Background: an optimization exercise with open tools, aiming at small area and a short achievable clock period. Do not read the settings as production practice.
Where RTL was checked, it was by simulation tests only, not by an equivalence proof against the original.
The flow treats the clock pin as an ideal source. Dropping or thinning the clock tree relies on that and would not hold on a real chip.

==> quartz: inputs <==
==> flow/design.v (excerpt) <==
module FFT64 #(
    parameter width = 16
) (
    input                           clk,
    input                           rst_n,
    input                           di_en,
    input       signed  [width-1:0] di_re,
    input       signed  [width-1:0] di_img,
    output reg                      do_en,
    output reg  signed  [width-1:0] do_re,
    output reg  signed  [width-1:0] do_img
);
reg  [15:0] l1_re [0:31];
reg  [15:0] l1_im [0:31];
reg  [15:0] o1_re, o1_im;
reg  [15:0] l2_re [0:15];
reg  [15:0] l2_im [0:15];
reg  [15:0] o2_re, o2_im;
reg  [15:0] l3_re [0:7];
reg  [15:0] l3_im [0:7];
reg  [15:0] o3_re, o3_im;
reg  [15:0] l4_re [0:3];
reg  [15:0] l4_im [0:3];
reg  [15:0] o4_re, o4_im;
reg  [15:0] l5_re [0:1];
reg  [15:0] l5_im [0:1];
reg  [15:0] o5_re, o5_im;
reg  [15:0] l6_re [0:0];
reg  [15:0] l6_im [0:0];
reg  [15:0] o6_re, o6_im;
reg  [15:0] ba_re [0:30];
reg  [15:0] ba_im [0:30];
reg  [15:0] bb_re [0:13];
reg  [15:0] bb_im [0:13];
reg  [15:0] bc_re [0:3];
reg  [15:0] bc_im [0:3];
reg        started, f1;
reg [5:0]  cnt;
always @(posedge clk or negedge rst_n) begin
    if (!rst_n) begin
        started <= 1'b0;
        cnt     <= 6'd0;
        f1      <= 1'b0;
    end else begin
        started <= started | di_en;
        if (started) cnt <= cnt + 6'd1;
        if (started && cnt == 6'd63) f1 <= 1'b1;
    end
end
always @(posedge clk) begin
    do_en <= rst_n & (do_en | (f1 && cnt == 6'd54));
end
reg [15:0] in_re, in_img;
always @(posedge clk) begin
    in_re  <= di_re;
    in_img <= di_img;
end
reg [5:0] c1, c2;
always @(posedge clk or negedge rst_n) begin
    if (!rst_n) begin
        c1 <= 6'd0;
  ...
Settings: LEC_CHECK=0, CAP_MARGIN=20, CORE_MARGIN=2, CORE_UTILIZATION=55, SLEW_MARGIN=20, SYNTH_HIERARCHICAL=1, SYNTH_MINIMUM_KEEP_SIZE=0; clock period 11.0 ns.
standard.sh (not shown) runs the stock make flow with config.mk's settings and CLKGATE_MAP_FILE= SYNTH_SCRIPT=/design/flow/synth_recipe.tcl, a recipe that flattens the netlist after the stock synthesis.
==> flow/flow/run.sh <==
#!/bin/bash
# Layout flow: the standard ORFS flow (standard.sh, unchanged synthesis)
# with these changes to how the layout is made:
#  - timing repair aims at 7.65 ns of setup slack (the clock stays 11 ns),
#  - the port buffers are plain buf_2 cells,
#  - the clock tree is the balanced three-level tree of flow/cts_tree.tcl
#    (hooked in by flow/cts_hook.tcl) instead of TritonCTS's.
# The whole output of the flow goes to standard.log in this folder.
bash standard.sh SETUP_SLACK_MARGIN=7.65 \
  "BUFFER_PORTS_ARGS=-buffer_cell sky130_fd_sc_hd__buf_2" \
  "PRE_CTS_TCL=$PWD/flow/cts_hook.tcl" \
  finish > standard.log 2>&1
==> flow/flow/cts_hook.tcl <==
# Sourced by ORFS's cts.tcl before clock tree synthesis (PRE_CTS_TCL).
# Replaces TritonCTS with the tree of cts_tree.tcl (cts_build2): the
# flip-flops are cut recursively at the median of their placement into leaf
# groups of at most 40 within 90 um half-perimeter, each driven by a
# clkbuf_16; the leaves are grouped the same way under mid-level clkbuf_16s
# (8 leaves each), and those under 4 root clkbuf_16s that the clock port
# drives. Every flip-flop sees three buffers. The rest of cts.tcl
# (legalisation, timing repair) runs as usual.
source [file join [file dirname [info script]] cts_tree.tcl]
rename clock_tree_synthesis tritoncts_clock_tree_synthesis
proc clock_tree_synthesis {args} {
  cts_build2 4 8 40 90 sky130_fd_sc_hd__clkbuf_16
}
Other scripts of this flow, unchanged in this note and not shown: flow/flow/cts_tree.tcl
==> garnet (differences from quartz) <==
--- a/flow/design.v
+++ b/flow/design.v
@@ -423,48 +423,50 @@
     endcase
 end
 always @(posedge clk) begin
     sely <= selny;
 end
+reg [15:0] ax_re, ax_im;
 reg [4:0] rx_one;
 reg [4:0] rx_two;
 reg [4:0] rx_neg;
 reg [4:0] ix_one;
 reg [4:0] ix_two;
 reg [4:0] ix_neg;
 reg [1:0]  selx_q, selx_qq;
 always @(posedge clk) begin
+    ax_re <= (selx == 2'd1) ? dif2_re : (selx == 2'd2) ? l1_re[16] : dif1_re;
+    ax_im <= (selx == 2'd1) ? dif2_im : (selx == 2'd2) ? l1_im[16] : dif1_im;
     rx_one <= wrx_one;
     rx_two <= wrx_two;
     rx_neg <= wrx_neg;
     ix_one <= wix_one;
     ix_two <= wix_two;
     ix_neg <= wix_neg;
     selx_q <= selx;
     selx_qq <= selx_q;
 end
+reg [15:0] ay_re, ay_im;
 reg [4:0] ry_one;
 reg [4:0] ry_two;
 reg [4:0] ry_neg;
 reg [4:0] iy_one;
 reg [4:0] iy_two;
 reg [4:0] iy_neg;
 reg [1:0]  sely_q, sely_qq;
 always @(posedge clk) begin
+    ay_re <= (sely == 2'd1) ? dif4_re : (sely == 2'd2) ? l3_re[4] : dif3_re;
+    ay_im <= (sely == 2'd1) ? dif4_im : (sely == 2'd2) ? l3_im[4] : dif3_im;
     ry_one <= wry_one;
     ry_two <= wry_two;
     ry_neg <= wry_neg;
     iy_one <= wiy_one;
     iy_two <= wiy_two;
     iy_neg <= wiy_neg;
     sely_q <= sely;
     sely_qq <= sely_q;
 end
-wire [15:0] ax_re = (selx_q == 2'd1) ? l2_re[0] : (selx_q == 2'd2) ? l1_re[17] : l1_re[0];
-wire [15:0] ax_im = (selx_q == 2'd1) ? l2_im[0] : (selx_q == 2'd2) ? l1_im[17] : l1_im[0];
-wire [15:0] ay_re = (sely_q == 2'd1) ? l4_re[0] : (sely_q == 2'd2) ? l3_re[5] : l3_re[0];
-wire [15:0] ay_im = (sely_q == 2'd1) ? l4_im[0] : (sely_q == 2'd2) ? l3_im[5] : l3_im[0];
 wire hs1, hc2;
 csa_ha u_hs1 (.a((((rx_one[0] & ax_re[6]) | (rx_two[0] & ax_re[5])) ^ rx_neg[0])), .b((((rx_one[1] & ax_re[4]) | (rx_two[1] & ax_re[3])) ^ rx_neg[1])), .s(hs1), .co(hc2));
 wire hs3, hc4;
 csa_ha u_hs3 (.a((((rx_one[0] & ax_re[7]) | (rx_two[0] & ax_re[6])) ^ rx_neg[0])), .b((((rx_one[1] & ax_re[5]) | (rx_two[1] & ax_re[4])) ^ rx_neg[1])), .s(hs3), .co(hc4));
 wire hs5, hc6;
--- a/flow/flow/run.sh
+++ b/flow/flow/run.sh
@@ -4,9 +4,9 @@
 #  - timing repair aims at 7.65 ns of setup slack (the clock stays 11 ns),
 #  - the port buffers are plain buf_2 cells,
 #  - the clock tree is the balanced three-level tree of flow/cts_tree.tcl
 #    (hooked in by flow/cts_hook.tcl) instead of TritonCTS's.
 # The whole output of the flow goes to standard.log in this folder.
-bash standard.sh SETUP_SLACK_MARGIN=7.65 \
+bash standard.sh SETUP_SLACK_MARGIN=7.75 \
   "BUFFER_PORTS_ARGS=-buffer_cell sky130_fd_sc_hd__buf_2" \
   "PRE_CTS_TCL=$PWD/flow/cts_hook.tcl" \
   finish > standard.log 2>&1
==> zinc (differences from quartz) <==
--- a/flow/design.v
+++ b/flow/design.v
@@ -423,48 +423,50 @@
     endcase
 end
 always @(posedge clk) begin
     sely <= selny;
 end
+reg [15:0] ax_re, ax_im;
 reg [4:0] rx_one;
 reg [4:0] rx_two;
 reg [4:0] rx_neg;
 reg [4:0] ix_one;
 reg [4:0] ix_two;
 reg [4:0] ix_neg;
 reg [1:0]  selx_q, selx_qq;
 always @(posedge clk) begin
+    ax_re <= (selx == 2'd1) ? dif2_re : (selx == 2'd2) ? l1_re[16] : dif1_re;
+    ax_im <= (selx == 2'd1) ? dif2_im : (selx == 2'd2) ? l1_im[16] : dif1_im;
     rx_one <= wrx_one;
     rx_two <= wrx_two;
     rx_neg <= wrx_neg;
     ix_one <= wix_one;
     ix_two <= wix_two;
     ix_neg <= wix_neg;
     selx_q <= selx;
     selx_qq <= selx_q;
 end
+reg [15:0] ay_re, ay_im;
 reg [4:0] ry_one;
 reg [4:0] ry_two;
 reg [4:0] ry_neg;
 reg [4:0] iy_one;
 reg [4:0] iy_two;
 reg [4:0] iy_neg;
 reg [1:0]  sely_q, sely_qq;
 always @(posedge clk) begin
+    ay_re <= (sely == 2'd1) ? dif4_re : (sely == 2'd2) ? l3_re[4] : dif3_re;
+    ay_im <= (sely == 2'd1) ? dif4_im : (sely == 2'd2) ? l3_im[4] : dif3_im;
     ry_one <= wry_one;
     ry_two <= wry_two;
     ry_neg <= wry_neg;
     iy_one <= wiy_one;
     iy_two <= wiy_two;
     iy_neg <= wiy_neg;
     sely_q <= sely;
     sely_qq <= sely_q;
 end
-wire [15:0] ax_re = (selx_q == 2'd1) ? l2_re[0] : (selx_q == 2'd2) ? l1_re[17] : l1_re[0];
-wire [15:0] ax_im = (selx_q == 2'd1) ? l2_im[0] : (selx_q == 2'd2) ? l1_im[17] : l1_im[0];
-wire [15:0] ay_re = (sely_q == 2'd1) ? l4_re[0] : (sely_q == 2'd2) ? l3_re[5] : l3_re[0];
-wire [15:0] ay_im = (sely_q == 2'd1) ? l4_im[0] : (sely_q == 2'd2) ? l3_im[5] : l3_im[0];
 wire hs1, hc2;
 csa_ha u_hs1 (.a((((rx_one[0] & ax_re[6]) | (rx_two[0] & ax_re[5])) ^ rx_neg[0])), .b((((rx_one[1] & ax_re[4]) | (rx_two[1] & ax_re[3])) ^ rx_neg[1])), .s(hs1), .co(hc2));
 wire hs3, hc4;
 csa_ha u_hs3 (.a((((rx_one[0] & ax_re[7]) | (rx_two[0] & ax_re[6])) ^ rx_neg[0])), .b((((rx_one[1] & ax_re[5]) | (rx_two[1] & ax_re[4])) ^ rx_neg[1])), .s(hs3), .co(hc4));
 wire hs5, hc6;
==> flow/flow/cts_hook.tcl (replaced) <==
# Sourced by ORFS's cts.tcl before clock tree synthesis (PRE_CTS_TCL).
# Replaces TritonCTS with the tree of cts_tree.tcl (cts_build2): the
# flip-flops are cut recursively at the median of their placement into leaf
# groups of at most 32 within 80 um half-perimeter, each driven by a
# clkbuf_16; the leaves are grouped the same way under mid-level clkbuf_16s
# (8 leaves each), and those under 4 root clkbuf_16s that the clock port
# drives. Every flip-flop sees three buffers. The rest of cts.tcl
# (legalisation, timing repair) runs as usual.
source [file join [file dirname [info script]] cts_tree.tcl]
rename clock_tree_synthesis tritoncts_clock_tree_synthesis
proc clock_tree_synthesis {args} {
  cts_build2 4 8 32 80 sky130_fd_sc_hd__clkbuf_16
}
==> run notes <==
Source-to-sink clock delay at the later pin of the worst-skew pair: zinc 0.68 ns; garnet 0.67 ns; quartz 0.65 ns
Layout Skew: zinc 0.0834 ns; garnet 0.110 ns; quartz 0.0682 ns
Result of the run: zinc timing/DRC/antenna clean; garnet timing/DRC/antenna clean; quartz timing/DRC/antenna clean
Layout sequential cell count: zinc 4191; garnet 4191; quartz 4127
Post-synth top area share: zinc 0.633; garnet 0.633; quartz 0.624
Flop-to-flop setup slack: zinc 7.73 ns; garnet 7.80 ns; quartz 7.17 ns
Gate count of the mapped netlist: zinc 10212; garnet 10212; quartz 10276
Post-synthesis mux area share: zinc 0.0457; garnet 0.0457; quartz 0.0438
Share of cell area taken by multi-input logic gates: zinc 0.319; garnet 0.326; quartz 0.341
Sum of met2 wire segment lengths after detailed routing: zinc 121000 µm; garnet 121000 µm; quartz 130000 µm
For quartz, only the layout was checked, not whether the RTL still works. No run of this note takes its clock network from TritonCTS; it comes from the design's own scripts or RTL.

what the ideal ports hide:
Ports are ideal in the flow. The routed layouts listed here were re-timed in OpenROAD.
Step 1, drivers: a clkbuf_16 drives clk and a buf_2 each remaining input, both assumed.
Step 2, shift: input delay + t, output delay - t, t = (earliest + latest rising clock arrival at the registers) / 2. This alone moves slack from input paths to output paths.
a / b / c = ideal / step 1 / step 2; a / b = the first two.
run	t, ns	slack for setup (ns)	hold WS [ns]	worst data-port slew with drivers (ns)	pins driven straight from the clock port
quartz	0.821	7.169 / 7.169 / 7.169	0.273 / 0.273 / 0.273	0.07	4
garnet	0.799	7.724 / 7.527 / 7.804	0.236 / 0.237 / 0.237	0.12	4
zinc	0.836	7.693 / 7.491 / 7.726	0.270 / 0.271 / 0.271	0.11	4
After both steps every run listed still meets setup and hold.
